This is an optimization exercise on Yosys and OpenROAD, whose aim is small area, a short achievable clock period and few clock cycles per item, not a production implementation. RTL that was checked went through simulation tests only; none was proved equivalent to the original.

==> 09-05: inputs <==
## jenc_backend
module jenc_backend (
    input  logic               clk,
    input  logic               resetn,
    input  logic signed [10:0] q0,
    input  logic signed [10:0] q1,
    input  logic               q_valid,
    output logic               q_hold,
    input  logic [4:0]         q_cnt,
    input  logic [1:0]         q_chroma,
    input  logic               q_last_mcu,
    output logic [31:0]        out_data,
    output logic               out_tlast,
    output logic               out_valid,
    input  logic               out_hold
);
logic [25:0]    chunk;
logic [4:0]     chunk_len;
logic           chunk_last;
logic           chunk_valid;
logic           chunk_take;
entropy entropy (
    .q0             (q0),
    .q1             (q1),
    .q_valid        (q_valid),
    .q_hold         (q_hold),
    .q_cnt          (q_cnt),
    .q_chroma       (q_chroma),
    .q_last_mcu     (q_last_mcu),
    .out_chunk      (chunk),
    .out_len        (chunk_len),
    .out_last       (chunk_last),
    .out_valid      (chunk_valid),
    .out_take       (chunk_take),
    .clk            (clk),
    .resetn         (resetn)
);
byte_pack byte_pack (
    .chunk          (chunk),
    .chunk_len      (chunk_len),
    .chunk_last     (chunk_last),
    .chunk_valid    (chunk_valid),
    .chunk_take     (chunk_take),
    .out_data       (out_data),
    .out_tlast      (out_tlast),
    .out_valid      (out_valid),
    .out_hold       (out_hold),
    .clk            (clk),
    .resetn         (resetn)
);
endmodule
clock: 9.5 ns
lec_check: 0
abc_area: 1
cap_margin: 5
core_margin: 2
core_utilization: 55
cts_cluster_diameter: 100
cts_cluster_size: 26
place_density: 0.7
setup_slack_margin: 5
slew_margin: 5
run.sh (not shown) runs the stock make flow with config.mk's settings and CLKGATE_MAP_FILE= SYNTH_SCRIPT=/design/flow/synth_recipe.tcl, a recipe that flattens the netlist after the stock synthesis.
==> 04-01: changes against 09-05 <==
- CAP_MARGIN: 5 -> 20
- SLEW_MARGIN: 5 -> 20
==> comparison <==
Flip-flop and latch count is the same in 09-05 and 04-01. First-iteration DRC count is the same in 09-05 and 04-01. Sequential share of layout area is the same in 04-01 and 09-05. Register-to-register slack is about the same in 04-01 and 09-05. Global-route usage is the same in 09-05 and 04-01. In clock skew, 09-05 and 04-01 do not differ.
==> figures <==
|  | 09-05 | 04-01 |
|---|---|---|
| Topmost layer with routed signal wires | met4 | met4 |
| Remaining antenna violation count after routing | 0 | 0 |
| Combined buffer and inverter count along the critical path | 4 | 4 |
| Worst hold path endpoint | entropy.s_run[2] | entropy.s_run[2] |
| Post-layout instance area | 0.0226 mm^2 | 0.0226 mm^2 |
| Worst Max-Slew Pin Slew | 1.05 ns | 1.05 ns |
| Count of maximum capacitance violations | 0 | 0 |
| Area growth from synthesis to layout | 8.36% | 8.36% |
| Multi-input gate share of total cell area | 0.532 | 0.532 |
| Setup TNS | 0 ns | 0 ns |
| Layout clock buffer count | 20 | 20 |
| Area occupied by multi-input gates | 0.0120 mm^2 | 0.0120 mm^2 |
| H-tree lvl count | 1 | 1 |
| Run status | timing/DRC/antenna clean | timing/DRC/antenna clean |
| Pin count of the biggest net entering global routing | 60 | 60 |
| Critical path arrival | 4.67 ns | 4.67 ns |
Testbench counts of 09-05, summed over its fixed seeds: cycles 25,756, blocks 768.
Testbench counts of 04-01, summed over its fixed seeds: cycles 25,756, blocks 768.

* * *

==> trial 61: inputs <==
jenc_backend, a different RTL version from the one above (not shown whole).
clock: 9.5 ns
lec_check: 0
cap_margin: 20
core_margin: 2
core_utilization: 40
place_density: 0.6
slew_margin: 20
==> build 5 (differences from trial 61) <==
--- a/flow/design.v
+++ b/flow/design.v
@@ -435,17 +435,17 @@
     output logic [25:0]         out_chunk,      
     output logic [4:0]          out_len,        
     output logic                out_last,       
     output logic                out_valid,
     input  logic                out_take,       
     input  logic                clk,
     input  logic                resetn
 );
-localparam int AW = $clog2(DEPTH);
+localparam int AW = 2;                   
 typedef struct packed {
     logic               last;
     logic               dc;
     logic [1:0]         chroma;
     logic [1:0]         zrl;
     logic [3:0]         run;
     logic [10:0]        val;
 } entry_t;
@@ -477,26 +477,30 @@
     ent1.run    = nz1 ? run1[3:0] : 4'd0;
     ent1.val    = q1;
 end
 always_ff @(posedge clk)
     if (take)
         run_r <= nz1 ? 6'd0 : run1 + 6'd1;
 entry_t         mem [DEPTH];
 logic [AW-1:0]  wp, rp;
-logic [AW:0]    cnt, cnt_next;
+logic [AW:0]    cnt, cnt_next, cnt_push, cnt_pop;
+logic           hold_next;
 logic           pop;
 logic [1:0]     npush;
 entry_t         first;
 entry_t         head;
 always_comb begin
     npush    = take ? {1'b0, e0} + {1'b0, e1} : 2'd0;
     first    = e0 ? ent0 : ent1;
     head     = mem[rp];
-    cnt_next = cnt + {{(AW-1){1'b0}}, npush} - {{AW{1'b0}}, pop};
+    cnt_push = cnt + {{(AW-1){1'b0}}, npush};
+    cnt_pop  = cnt_push - (AW+1)'(1);
+    cnt_next = pop ? cnt_pop : cnt_push;
+    hold_next = pop ? (cnt_pop > (AW+1)'(DEPTH - 2)) : (cnt_push > (AW+1)'(DEPTH - 2));
 end
 always_ff @(posedge clk) begin
     for (int i = 0; i < DEPTH; i++) begin
         if (take & (e0 | e1) & wp == AW'(i))
             mem[i] <= first;
         else if (take & e0 & e1 & wp + AW'(1) == AW'(i))
             mem[i] <= ent1;
     end
@@ -506,42 +510,43 @@
         wp     <= '0;
         rp     <= '0;
         cnt    <= '0;
         q_hold <= 1'b0;
     end else begin
         wp     <= wp + AW'(npush);
         rp     <= rp + AW'(pop);
         cnt    <= cnt_next;
-        q_hold <= cnt_next > (AW+1)'(DEPTH - 2);
+        q_hold <= hold_next;
     end
 function automatic [3:0] bit_length(input logic [10:0] m);
     bit_length = 0;
     for (int k = 0; k < 11; k++)
         if (m[k])
             bit_length = 4'(k + 1);
 endfunction
 logic signed [10:0] pred [3];
 logic [1:0]         zc;           
 logic               s_valid, s_ready;
 logic               s_dc, s_chroma, s_last;
 logic [3:0]         s_run, s_size;
 logic [10:0]        s_amp;
 logic               h_valid, h_zrl;
-logic signed [11:0] v;
+logic signed [11:0] v, vn;
 logic signed [10:0] p;
 logic [10:0]        mag, smear;
 logic [3:0]         size;
 logic               c_ready;
 always_comb begin
     h_valid = cnt != '0;
     h_zrl   = head.zrl != zc;
     p       = head.dc ? pred[head.chroma] : 11'sd0;
     v       = {head.val[10], head.val} - {p[10], p};
-    mag     = v[11] ? 11'(-v) : v[10:0];
+    vn      = {p[10], p} - {head.val[10], head.val};
+    mag     = v[11] ? vn[10:0] : v[10:0];
     size    = bit_length(mag);
     smear   = mag;
     for (int k = 9; k >= 0; k--)
         smear[k] = smear[k] | smear[k+1];
     s_ready = ~s_valid | c_ready;
     pop     = h_valid & s_ready & ~h_zrl;
 end
 always_ff @(posedge clk)
@@ -607,17 +612,17 @@
     output logic                chunk_take,
     output logic [31:0]         out_data,
     output logic                out_tlast,
     output logic                out_valid,
     input  logic                out_hold,
     input  logic                clk,
     input  logic                resetn
 );
-localparam int NW = $clog2(W + 1);
+localparam int NW = 6;                   
 logic [W-1:0]   acc;             
 logic [NW-1:0]  n;               
 logic           flush;           
 logic           stuffp;          
 logic [23:0]    asm_r;           
 logic [1:0]     k;               
 logic [NW-4:0]  full;
 logic           part;
@@ -660,69 +665,88 @@
             e = 2'd1; d = 2'd1;
         end
     end
 end
 logic [NW-1:0]  n_d;
 logic [2:0]     t;
 logic           done, push, go;
 logic [31:0]    word;
-logic [3:0]     left_after;
 always_comb begin
-    n_d   = (n > NW'(8 * d)) ? n - NW'(8 * d) : '0;
+    case (d)
+        2'd0: n_d = n;
+        2'd1: n_d = (n > NW'(8))  ? n - NW'(8)  : '0;
+        default: n_d = (n > NW'(16)) ? n - NW'(16) : '0;
+    endcase
     t     = {1'b0, k} + {1'b0, e};
     done  = flush & (n_d == '0) & ~stuffp_n;
     push  = (t >= 3'd4) | (done & (t != 3'd0));
     go    = ~(push & out_valid);
     case (k)
         2'd0: word = {x0, x1, 16'hffff};
         2'd1: word = {asm_r[23:16], x0, x1, 8'hff};
         2'd2: word = {asm_r[23:8], x0, x1};
         default: word = {asm_r, x0};
     endcase
     if (t < 3'd4) begin
         if (t <= 3'd1) word[23:16] = 8'hff;
         if (t <= 3'd2) word[15:8]  = 8'hff;
         if (t <= 3'd3) word[7:0]   = 8'hff;
     end
 end
-logic [W+15:0]  ext, ext_d;
+logic [W+15:0]  ext, ext_d, ins;
 logic           fit;
 logic [NW:0]    nl;
+logic [NW-1:0]  n_new;
+logic           fit0, fit1, fit2;
+logic [NW-1:0]  nl0, nl1, nl2;
 always_comb begin
     nl    = (NW+1)'(n) + (NW+1)'(chunk_len);
+    fit0  = nl <= (NW+1)'(W);
+    fit1  = nl <= (NW+1)'(W + 8);
+    fit2  = nl <= (NW+1)'(W + 16);
+    nl0   = NW'(nl);
+    nl1   = NW'(nl - (NW+1)'(8));
+    nl2   = NW'(nl - (NW+1)'(16));
     case (d)
-        2'd0: fit = nl <= (NW+1)'(W);
-        2'd1: fit = nl <= (NW+1)'(W + 8);
-        default: fit = nl <= (NW+1)'(W + 16);
+        2'd0: fit = fit0;
+        2'd1: fit = fit1;
+        default: fit = fit2;
     endcase
     chunk_take = chunk_valid & ~flush & go & fit;
-    ext   = {acc, 16'h0};
-    if (chunk_take)
-        ext = ext | ((W+16)'(chunk) << (W + 16 - nl));
+    ins   = (W+16)'(chunk) << (W + 16 - nl);
+    ext   = {acc, 16'h0} | (chunk_take ? ins : '0);
     case (go ? d : 2'd0)
         2'd0: ext_d = ext;
         2'd1: ext_d = ext << 8;
         default: ext_d = ext << 16;
     endcase
+    if (chunk_take)
+        case (d)
+            2'd0: n_new = nl0;
+            2'd1: n_new = nl1;
+            default: n_new = nl2;
+        endcase
+    else
+        n_new = n_d;
 end
 always_ff @(posedge clk)
     if (!resetn) begin
         acc       <= '0;
         n         <= '0;
         flush     <= 1'b0;
         stuffp    <= 1'b0;
         k         <= 2'd0;
         out_valid <= 1'b0;
     end else begin
         if (out_valid & ~out_hold)
             out_valid <= 1'b0;
         if (go) begin
             acc    <= ext_d[W+15 -: W];
-            n      <= n_d + (chunk_take ? NW'(chunk_len) : '0);
+            n      <= n_new;
             stuffp <= stuffp_n;
             if (chunk_take & chunk_last)
                 flush <= 1'b1;
             else if (done & (t <= 3'd4))
                 flush <= 1'b0;
             if (push) begin
                 out_valid <= 1'b1;
                 k         <= (t == 3'd5) ? 2'd1 : 2'd0;
==> run notes <==
Slew at the pin closest to its max-slew limit: trial 61 1.01 ns; build 5 1.11 ns
Avg Vias per Cell: trial 61 6.18; build 5 6.13
Worst Setup SP: trial 61 byte_pack.acc[29]; build 5 byte_pack.n[3]
Critical path's slowest cell: trial 61 fa_1; build 5 a211oi_1
Arrival time at the worst endpoint: trial 61 5.82 ns; build 5 5.27 ns
Pre-CTS WS: trial 61 4.07 ns; build 5 4.10 ns
Core region area: trial 61 22600 um2; build 5 22700 um2
Minimum setup slack among reg-to-reg paths: trial 61 4.03 ns; build 5 4.55 ns
Multi-input logic portion of the cell area: trial 61 49.0%; build 5 50.1%
Yosys top cell area share: trial 61 25.5%; build 5 25.2%
Outcome: trial 61 timing/DRC/antenna clean; build 5 timing/DRC/antenna clean
Non-CTS buffers: trial 61 86; build 5 77
Portion of the post-synthesis area used by sequential elements: trial 61 38.3%; build 5 37.9%
Critical path required time: trial 61 9.85 ns; build 5 9.82 ns
Avg Cell Area, Syn: trial 61 8.85 um2; build 5 9.02 um2
Inverter count of the layout excluding clock inverters: trial 61 39; build 5 35
Average wire per standard cell: trial 61 20.0 um; build 5 19.9 um
Layout buffering overhead excluding clock cells: trial 61 7.54%; build 5 6.94%
GRT met1 Usage: trial 61 32.1%; build 5 32.5%
Xor-xnor portion of the synthesized cell area: trial 61 1.71%; build 5 1.90%
No functional check of the RTL was part of any run of this note.

* * *

==> inputs of 12-22 <==
jenc_backend, a different RTL version from the one above (not shown whole).
==> flow/design.v (excerpt) <==
module jenc_backend (
    input  logic               clk,
    input  logic               resetn,
    input  logic signed [10:0] q0,
    input  logic signed [10:0] q1,
    input  logic               q_valid,
    output logic               q_hold,
    input  logic [4:0]         q_cnt,
    input  logic [1:0]         q_chroma,
    input  logic               q_last_mcu,
    output logic [31:0]        out_data,
    output logic               out_tlast,
    output logic               out_valid,
    input  logic               out_hold
);
clock: 9.5 ns
lec_check: 0
abc_area: 1
cap_margin: 20
core_margin: 2
core_utilization: 40
place_density: 0.6
setup_slack_margin: 4
slew_margin: 20
==> 01-08: changes against 12-22 <==
--- a/flow/design.v
+++ b/flow/design.v
@@ -480,45 +480,67 @@
 always_ff @(posedge clk)
     if (take)
         run_r <= nz1 ? 6'd0 : run1 + 6'd1;
 logic [DEPTH-1:0][20:0] mem;      
 logic [AW-1:0]  wp, rp;
-logic [AW:0]    cnt, cnt_next, cnt_push, cnt_pop;
+logic [AW:0]    cnt, cnt_next;
+logic [AW:0]    cnt_c [4];
+logic [3:0]     hold_c;
+logic           push1, push2;
 logic           hold_next;
 logic           pop;
-logic [1:0]     npush;
 entry_t         first;
 entry_t         head;
 always_comb begin
-    npush    = take ? {1'b0, e0} + {1'b0, e1} : 2'd0;
     first    = e0 ? ent0 : ent1;
     head     = mem[rp];
-    cnt_push = cnt + {{(AW-1){1'b0}}, npush};
-    cnt_pop  = cnt_push - (AW+1)'(1);
-    cnt_next = pop ? cnt_pop : cnt_push;
-    hold_next = pop ? (cnt_pop > (AW+1)'(DEPTH - 2)) : (cnt_push > (AW+1)'(DEPTH - 2));
+    push1    = take & (e0 ^ e1);
+    push2    = take & e0 & e1;
+    for (int j = 0; j < 4; j++) begin
+        cnt_c[j]  = cnt + (AW+1)'(j) - (AW+1)'(1);
+        hold_c[j] = cnt_c[j] > (AW+1)'(DEPTH - 2);
+    end
+    case ({push2, push1, pop})
+        3'b000: begin cnt_next = cnt_c[1]; hold_next = hold_c[1]; end
+        3'b001: begin cnt_next = cnt_c[0]; hold_next = hold_c[0]; end
+        3'b010: begin cnt_next = cnt_c[2]; hold_next = hold_c[2]; end
+        3'b011: begin cnt_next = cnt_c[1]; hold_next = hold_c[1]; end
+        3'b100: begin cnt_next = cnt_c[3]; hold_next = hold_c[3]; end
+        default: begin cnt_next = cnt_c[2]; hold_next = hold_c[2]; end
+    endcase
 end
 always_ff @(posedge clk) begin
     for (int i = 0; i < DEPTH; i++) begin
-        if (take & (e0 | e1) & wp == AW'(i))
+        if (take & wp == AW'(i))
             mem[i] <= first;
-        else if (take & e0 & e1 & wp + AW'(1) == AW'(i))
+        else if (take & wp + AW'(1) == AW'(i))
             mem[i] <= ent1;
     end
 end
 always_ff @(posedge clk)
     if (!resetn) begin
         wp     <= '0;
         rp     <= '0;
         cnt    <= '0;
         q_hold <= 1'b0;
     end else begin
-        wp     <= wp + AW'(npush);
+        if (push2)
+            wp <= wp + AW'(2);
+        else if (push1)
+            wp <= wp + AW'(1);
         rp     <= rp + AW'(pop);
         cnt    <= cnt_next;
         q_hold <= hold_next;
     end
+function automatic [11:0] sub12(input logic [11:0] a, input logic [11:0] b);
+    logic [6:0] lo;
+    logic [5:0] hi0, hi1;
+    lo  = {1'b0, a[5:0]} + {1'b0, ~b[5:0]} + 7'd1;
+    hi0 = a[11:6] + ~b[11:6];
+    hi1 = a[11:6] + ~b[11:6] + 6'd1;
+    sub12 = {lo[6] ? hi1 : hi0, lo[5:0]};
+endfunction
 logic signed [10:0] pred0, pred1, pred2;    
 logic [1:0]         zc;           
 logic               s_valid, s_ready;
 logic               s_dc, s_chroma, s_last, s_zrl, s_neg;
 logic [3:0]         s_run;
@@ -534,12 +556,12 @@
         2'd0: p = pred0;
         2'd1: p = pred1;
         2'd2: p = pred2;
         default: p = 11'sd0;
     endcase
-    v       = {head.val[10], head.val} - {p[10], p};
-    vn      = {p[10], p} - {head.val[10], head.val};
+    v       = sub12({head.val[10], head.val}, {p[10], p});
+    vn      = sub12({p[10], p}, {head.val[10], head.val});
     s_ready = ~s_valid | c_ready;
     pop     = h_valid & s_ready & ~h_zrl;
 end
 always_ff @(posedge clk)
     if (!resetn) begin
@@ -616,11 +638,11 @@
         out_len   <= code_len + 5'(size);
         out_last  <= s_last;
     end
 endmodule
 module byte_pack #(
-    parameter int W = 40                    
+    parameter int W = 33                    
 ) (
     input  logic [25:0]         chunk,          
     input  logic [4:0]          chunk_len,
     input  logic                chunk_last,
     input  logic                chunk_valid,
@@ -631,79 +653,77 @@
     input  logic                out_hold,
     input  logic                clk,
     input  logic                resetn
 );
 localparam int NW = 6;                   
-logic [W-1:0]   acc;
+logic [W-1:0]   acc;             
 logic [NW-1:0]  n;               
 logic           flush;           
 logic           stuffp;          
 logic [1:0]     k;               
-logic [W+15:0]  accx;
-logic [15:0]    win, pad, tb;
 logic [NW-4:0]  full;
 logic           part;
 logic [1:0]     avail;           
+logic [15:0]    pad, tb;
 logic [7:0]     b0, b1;
 logic           ff0, ff1;
 always_comb begin
-    accx  = {acc, 16'h0};
-    win   = accx[n +: 16];
     full  = n[NW-1:3];
     part  = flush & (n[2:0] != 3'd0);
-    if (full >= 2)
-        avail = 2'd2;
-    else if (full == 1)
-        avail = part ? 2'd2 : 2'd1;
-    else
-        avail = {1'b0, part};
+    avail = (full >= 2) ? 2'd2 : 2'(full) + 2'(part);
+    if (avail > 2'd2) avail = 2'd2;
     pad   = (flush && n < NW'(16)) ? (16'hffff >> n[3:0]) : 16'h0;
-    tb    = win | pad;
+    tb    = acc[W-1 -: 16] | pad;
     b0    = tb[15:8];
     b1    = tb[7:0];
     ff0   = &b0;
     ff1   = &b1;
 end
-logic [1:0]     e, d;
+logic [1:0]     e;               
+logic [1:0]     d;               
 logic [7:0]     x0, x1;
 logic           stuffp_n;
 logic           one;             
 always_comb begin
     one = &k;
-    x0 = 8'h00; x1 = 8'h00; e = 2'd0; d = 2'd0; stuffp_n = stuffp;
+    x0 = 8'h00; x1 = 8'h00; e = 2'd0; d = 2'd0; stuffp_n = 1'b0;
     if (out_valid) begin
+        stuffp_n = stuffp;
     end else if (stuffp) begin
-        x0 = 8'h00; e = 2'd1; stuffp_n = 1'b0;
+        x0 = 8'h00;
         if (avail != 2'd0 && !one) begin
             x1 = b0; e = 2'd2; d = 2'd1; stuffp_n = ff0;
+        end else begin
+            e = 2'd1;
         end
     end else if (avail != 2'd0) begin
-        x0 = b0; e = 2'd1; d = 2'd1;
+        x0 = b0;
         if (ff0 & one) begin
-            stuffp_n = 1'b1;
+            e = 2'd1; d = 2'd1; stuffp_n = 1'b1;
         end else if (ff0) begin
-            x1 = 8'h00; e = 2'd2;
+            x1 = 8'h00; e = 2'd2; d = 2'd1;
         end else if (avail == 2'd2 && !one) begin
             x1 = b1; e = 2'd2; d = 2'd2; stuffp_n = ff1;
+        end else begin
+            e = 2'd1; d = 2'd1;
         end
     end
 end
-logic [NW-1:0]  n_d, n_new;
+logic [NW-1:0]  n_d;
 logic [2:0]     t;
-logic           done, push;
+logic           done, push, go;
 logic [31:0]    word;
-logic [NW:0]    nl;
-logic           fit;
 always_comb begin
     case (d)
         2'd0: n_d = n;
         2'd1: n_d = (n > NW'(8))  ? n - NW'(8)  : '0;
         default: n_d = (n > NW'(16)) ? n - NW'(16) : '0;
     endcase
     t     = {1'b0, k} + {1'b0, e};
     done  = flush & (n_d == '0) & ~stuffp_n;
     push  = (t >= 3'd4) | (done & (t != 3'd0));
+    go    = 1'b1;
     word  = out_data;
     case (k)
         2'd0: word[31:16] = {x0, x1};
         2'd1: word[23:8]  = {x0, x1};
         2'd2: word[15:0]  = {x0, x1};
@@ -712,39 +732,68 @@
     if (push & (t < 3'd4)) begin
         if (t <= 3'd1) word[23:16] = 8'hff;
         if (t <= 3'd2) word[15:8]  = 8'hff;
         if (t <= 3'd3) word[7:0]   = 8'hff;
     end
-    nl         = (NW+1)'(n) + (NW+1)'(chunk_len);
-    fit        = nl <= (NW+1)'(W);
-    chunk_take = chunk_valid & ~flush & fit;
-    n_new      = chunk_take ? NW'(nl - (NW+1)'(8 * d)) : n_d;
 end
-always_ff @(posedge clk)
+logic [W+7:0]   ext, ext_d, ins;
+logic           fit;
+logic [NW:0]    nl;
+logic [NW-1:0]  n_new;
+logic           fit0, fit1, dge1;
+logic [NW-1:0]  nl0, nl1, nl2;
+always_comb begin
+    nl    = (NW+1)'(n) + (NW+1)'(chunk_len);
+    fit0  = nl <= (NW+1)'(W);
+    fit1  = nl <= (NW+1)'(W + 8);
+    dge1  = ~out_valid & (avail != 2'd0) & ~(stuffp & one);
+    nl0   = NW'(nl);
+    nl1   = NW'(nl - (NW+1)'(8));
+    nl2   = NW'(nl - (NW+1)'(16));
+    fit   = fit0 | (dge1 & fit1);
+    chunk_take = chunk_valid & ~flush & go & fit;
+    ins   = (W+8)'(chunk) << (W + 8 - nl);
+    ext   = {acc, 8'h0} | (chunk_take ? ins : '0);
+    case (go ? d : 2'd0)
+        2'd0: ext_d = ext;
+        2'd1: ext_d = ext << 8;
+        default: ext_d = ext << 16;
+    endcase
     if (chunk_take)
-        acc <= (acc << chunk_len) | W'(chunk);
+        case (d)
+            2'd0: n_new = nl0;
+            2'd1: n_new = nl1;
+            default: n_new = nl2;
+        endcase
+    else
+        n_new = n_d;
+end
 always_ff @(posedge clk)
     if (!resetn) begin
+        acc       <= '0;
         n         <= '0;
         flush     <= 1'b0;
         stuffp    <= 1'b0;
         k         <= 2'd0;
         out_valid <= 1'b0;
     end else begin
         if (out_valid & ~out_hold)
             out_valid <= 1'b0;
-        n      <= n_new;
-        stuffp <= stuffp_n;
-        if (chunk_take & chunk_last)
-            flush <= 1'b1;
-        else if (done & push)
-            flush <= 1'b0;
-        if (push) begin
-            out_valid <= 1'b1;
-            k         <= 2'd0;
-        end else
-            k         <= t[1:0];
+        if (go) begin
+            acc    <= ext_d[W+7 -: W];
+            n      <= n_new;
+            stuffp <= stuffp_n;
+            if (chunk_take & chunk_last)
+                flush <= 1'b1;
+            else if (done & (t <= 3'd4))
+                flush <= 1'b0;
+            if (push) begin
+                out_valid <= 1'b1;
+                k         <= 2'd0;
+            end else
+                k         <= t[1:0];
+        end
     end
 always_ff @(posedge clk)
     if (e != 2'd0) begin
         out_data  <= word;
         out_tlast <= done;
CORE_UTILIZATION = 55   (was 40)
CTS_CLUSTER_DIAMETER = 100   (was not set)
CTS_CLUSTER_SIZE = 20   (was not set)
PLACE_DENSITY = 0.7   (was 0.6)
==> 02-26: changes against 12-22 <==
--- a/flow/design.v
+++ b/flow/design.v
@@ -497,13 +497,13 @@
     cnt_next = pop ? cnt_pop : cnt_push;
     hold_next = pop ? (cnt_pop > (AW+1)'(DEPTH - 2)) : (cnt_push > (AW+1)'(DEPTH - 2));
 end
 always_ff @(posedge clk) begin
     for (int i = 0; i < DEPTH; i++) begin
-        if (take & (e0 | e1) & wp == AW'(i))
+        if (take & wp == AW'(i))
             mem[i] <= first;
-        else if (take & e0 & e1 & wp + AW'(1) == AW'(i))
+        else if (take & wp + AW'(1) == AW'(i))
             mem[i] <= ent1;
     end
 end
 always_ff @(posedge clk)
     if (!resetn) begin
@@ -616,11 +616,11 @@
         out_len   <= code_len + 5'(size);
         out_last  <= s_last;
     end
 endmodule
 module byte_pack #(
-    parameter int W = 40                    
+    parameter int W = 33                    
 ) (
     input  logic [25:0]         chunk,          
     input  logic [4:0]          chunk_len,
     input  logic                chunk_last,
     input  logic                chunk_valid,
@@ -631,79 +631,77 @@
     input  logic                out_hold,
     input  logic                clk,
     input  logic                resetn
 );
 localparam int NW = 6;                   
-logic [W-1:0]   acc;
+logic [W-1:0]   acc;             
 logic [NW-1:0]  n;               
 logic           flush;           
 logic           stuffp;          
 logic [1:0]     k;               
-logic [W+15:0]  accx;
-logic [15:0]    win, pad, tb;
 logic [NW-4:0]  full;
 logic           part;
 logic [1:0]     avail;           
+logic [15:0]    pad, tb;
 logic [7:0]     b0, b1;
 logic           ff0, ff1;
 always_comb begin
-    accx  = {acc, 16'h0};
-    win   = accx[n +: 16];
     full  = n[NW-1:3];
     part  = flush & (n[2:0] != 3'd0);
-    if (full >= 2)
-        avail = 2'd2;
-    else if (full == 1)
-        avail = part ? 2'd2 : 2'd1;
-    else
-        avail = {1'b0, part};
+    avail = (full >= 2) ? 2'd2 : 2'(full) + 2'(part);
+    if (avail > 2'd2) avail = 2'd2;
     pad   = (flush && n < NW'(16)) ? (16'hffff >> n[3:0]) : 16'h0;
-    tb    = win | pad;
+    tb    = acc[W-1 -: 16] | pad;
     b0    = tb[15:8];
     b1    = tb[7:0];
     ff0   = &b0;
     ff1   = &b1;
 end
-logic [1:0]     e, d;
+logic [1:0]     e;               
+logic [1:0]     d;               
 logic [7:0]     x0, x1;
 logic           stuffp_n;
 logic           one;             
 always_comb begin
     one = &k;
-    x0 = 8'h00; x1 = 8'h00; e = 2'd0; d = 2'd0; stuffp_n = stuffp;
+    x0 = 8'h00; x1 = 8'h00; e = 2'd0; d = 2'd0; stuffp_n = 1'b0;
     if (out_valid) begin
+        stuffp_n = stuffp;
     end else if (stuffp) begin
-        x0 = 8'h00; e = 2'd1; stuffp_n = 1'b0;
+        x0 = 8'h00;
         if (avail != 2'd0 && !one) begin
             x1 = b0; e = 2'd2; d = 2'd1; stuffp_n = ff0;
+        end else begin
+            e = 2'd1;
         end
     end else if (avail != 2'd0) begin
-        x0 = b0; e = 2'd1; d = 2'd1;
+        x0 = b0;
         if (ff0 & one) begin
-            stuffp_n = 1'b1;
+            e = 2'd1; d = 2'd1; stuffp_n = 1'b1;
         end else if (ff0) begin
-            x1 = 8'h00; e = 2'd2;
+            x1 = 8'h00; e = 2'd2; d = 2'd1;
         end else if (avail == 2'd2 && !one) begin
             x1 = b1; e = 2'd2; d = 2'd2; stuffp_n = ff1;
+        end else begin
+            e = 2'd1; d = 2'd1;
         end
     end
 end
-logic [NW-1:0]  n_d, n_new;
+logic [NW-1:0]  n_d;
 logic [2:0]     t;
-logic           done, push;
+logic           done, push, go;
 logic [31:0]    word;
-logic [NW:0]    nl;
-logic           fit;
 always_comb begin
     case (d)
         2'd0: n_d = n;
         2'd1: n_d = (n > NW'(8))  ? n - NW'(8)  : '0;
         default: n_d = (n > NW'(16)) ? n - NW'(16) : '0;
     endcase
     t     = {1'b0, k} + {1'b0, e};
     done  = flush & (n_d == '0) & ~stuffp_n;
     push  = (t >= 3'd4) | (done & (t != 3'd0));
+    go    = 1'b1;
     word  = out_data;
     case (k)
         2'd0: word[31:16] = {x0, x1};
         2'd1: word[23:8]  = {x0, x1};
         2'd2: word[15:0]  = {x0, x1};
@@ -712,39 +710,69 @@
     if (push & (t < 3'd4)) begin
         if (t <= 3'd1) word[23:16] = 8'hff;
         if (t <= 3'd2) word[15:8]  = 8'hff;
         if (t <= 3'd3) word[7:0]   = 8'hff;
     end
-    nl         = (NW+1)'(n) + (NW+1)'(chunk_len);
-    fit        = nl <= (NW+1)'(W);
-    chunk_take = chunk_valid & ~flush & fit;
-    n_new      = chunk_take ? NW'(nl - (NW+1)'(8 * d)) : n_d;
 end
-always_ff @(posedge clk)
+logic [W+15:0]  ext, ext_d, ins;
+logic           fit;
+logic [NW:0]    nl;
+logic [NW-1:0]  n_new;
+logic           fit0, fit1, fit2, dge1;
+logic [NW-1:0]  nl0, nl1, nl2;
+always_comb begin
+    nl    = (NW+1)'(n) + (NW+1)'(chunk_len);
+    fit0  = nl <= (NW+1)'(W);
+    fit1  = nl <= (NW+1)'(W + 8);
+    fit2  = nl <= (NW+1)'(W + 16);
+    dge1  = ~out_valid & (avail != 2'd0) & ~(stuffp & one);
+    nl0   = NW'(nl);
+    nl1   = NW'(nl - (NW+1)'(8));
+    nl2   = NW'(nl - (NW+1)'(16));
+    fit   = fit0 | (dge1 & fit1);
+    chunk_take = chunk_valid & ~flush & go & fit;
+    ins   = (W+16)'(chunk) << (W + 16 - nl);
+    ext   = {acc, 16'h0} | (chunk_take ? ins : '0);
+    case (go ? d : 2'd0)
+        2'd0: ext_d = ext;
+        2'd1: ext_d = ext << 8;
+        default: ext_d = ext << 16;
+    endcase
     if (chunk_take)
-        acc <= (acc << chunk_len) | W'(chunk);
+        case (d)
+            2'd0: n_new = nl0;
+            2'd1: n_new = nl1;
+            default: n_new = nl2;
+        endcase
+    else
+        n_new = n_d;
+end
 always_ff @(posedge clk)
     if (!resetn) begin
+        acc       <= '0;
         n         <= '0;
         flush     <= 1'b0;
         stuffp    <= 1'b0;
         k         <= 2'd0;
         out_valid <= 1'b0;
     end else begin
         if (out_valid & ~out_hold)
             out_valid <= 1'b0;
-        n      <= n_new;
-        stuffp <= stuffp_n;
-        if (chunk_take & chunk_last)
-            flush <= 1'b1;
-        else if (done & push)
-            flush <= 1'b0;
-        if (push) begin
-            out_valid <= 1'b1;
-            k         <= 2'd0;
-        end else
-            k         <= t[1:0];
+        if (go) begin
+            acc    <= ext_d[W+15 -: W];
+            n      <= n_new;
+            stuffp <= stuffp_n;
+            if (chunk_take & chunk_last)
+                flush <= 1'b1;
+            else if (done & (t <= 3'd4))
+                flush <= 1'b0;
+            if (push) begin
+                out_valid <= 1'b1;
+                k         <= 2'd0;
+            end else
+                k         <= t[1:0];
+        end
     end
 always_ff @(posedge clk)
     if (e != 2'd0) begin
         out_data  <= word;
         out_tlast <= done;
CORE_UTILIZATION = 55   (was 40)
CTS_CLUSTER_DIAMETER = 100   (was not set)
CTS_CLUSTER_SIZE = 20   (was not set)
PLACE_DENSITY = 0.7   (was 0.6)
==> run notes <==
Outcome:
- The flow ran to the end and the layout has no timing, DRC or antenna violations.

Route:
- The average wire per standard cell is 20.5 µm.

Cells and area:
- The plain and repair buffers instantiated in the layout total about 110.

Floorplanning:
- The die covers 56800 µm².

Synthesis:
- The number of enable flip-flop cells after synthesis is 215.
The numbers above come from 12-22.

==> run notes <==
Global route:
- The first-pass GRT wire length is 109 mm.

Synthesis:
- In this run, distinct cell masters in the synthesized netlist total 70.
- Counting flops with a built-in enable in the synthesized netlist gives approximately 180.

Floorplanning:
- The die is 198 µm wide.
- Once the floorplan was initialized, standard cells occupied 55.4% of the core.

Cells and area:
- The share of the final layout cell area in sequential cells is around a third.
- Non-clock buffers in the final layout number 95.

Route:
- In the final routed layout, each cell accounts on average for 19.8 µm.

Outcome:
- The flow ran to the end and the layout has no timing, DRC or antenna violations.

Clock tree:
- The level count of the clock H-tree is 1.
The numbers above come from 01-08.

==> run notes <==
Outcome:
- The flow ran to the end and the layout has no timing, DRC or antenna violations.

Clock tree:
- The clock net sink count is about 260.

Timing:
- On the final layout, the worst clock skew is approximately 0.023 ns.

Cells and area:
- The count of plain and timing-repair buffers in the layout is 98.

Min path:
- For hold timing, the worst endpoint is entropy.out_last.

Synthesis:
- Counting flops with a built-in enable in the synthesized netlist gives 175.

Setup path:
- In this design, the stage delay of the slowest critical-path cell is 0.60 ns.

Floorplanning:
- The total die area is 39400 µm².
The numbers above come from 02-26.

Testbench counts of 01-08, summed over its fixed seeds: cycles 26,041, blocks 768.
The RTL of 12-22 and 02-26 was laid out without a check of its function.

-- port drivers added, routing unchanged --
The results above use ideal ports. As a check the final layouts listed here were re-extracted and re-timed, cells and wires unchanged. Step 1 sets driving cells, clkbuf_16 on the clock port and buf_2 on the other inputs (assumed; they add their load-dependent delay and slew). Step 2 moves the port delays by t, midway between the first and last clock arrival at a register: inputs arrive t later, outputs are due t later. That takes back most of the time a late clock gives input paths. a / b / c = ideal ports / drivers / drivers and shift; a / b = the first two.
| run | t (ns) | slack for setup (ns) | worst data-port slew with drivers (ns) |
|---|---|---|---|
| 09-05 | 0.549 | 5.078 / 5.078 / 4.706 | 0.04 |
| 04-01 | 0.549 | 5.078 / 5.078 / 4.706 | 0.04 |
| trial 61 | 0.481 | 4.034 / 4.034 / 4.034 | 0.03 |
| build 5 | 0.466 | 4.546 / 4.546 / 4.115 | 0.04 |
| 12-22 | 0.633 | 4.262 / 4.306 / 3.673 | 0.04 |
| 01-08 | 0.564 | 4.459 / 4.459 / 4.436 | 0.04 |
| 02-26 | 0.565 | 4.288 / 4.319 / 3.754 | 0.04 |
After both steps every run listed still meets setup and hold. For 12-22, which loses most, drivers alone change the setup slack by +0.044 ns; drivers and shift together by -0.589 ns.
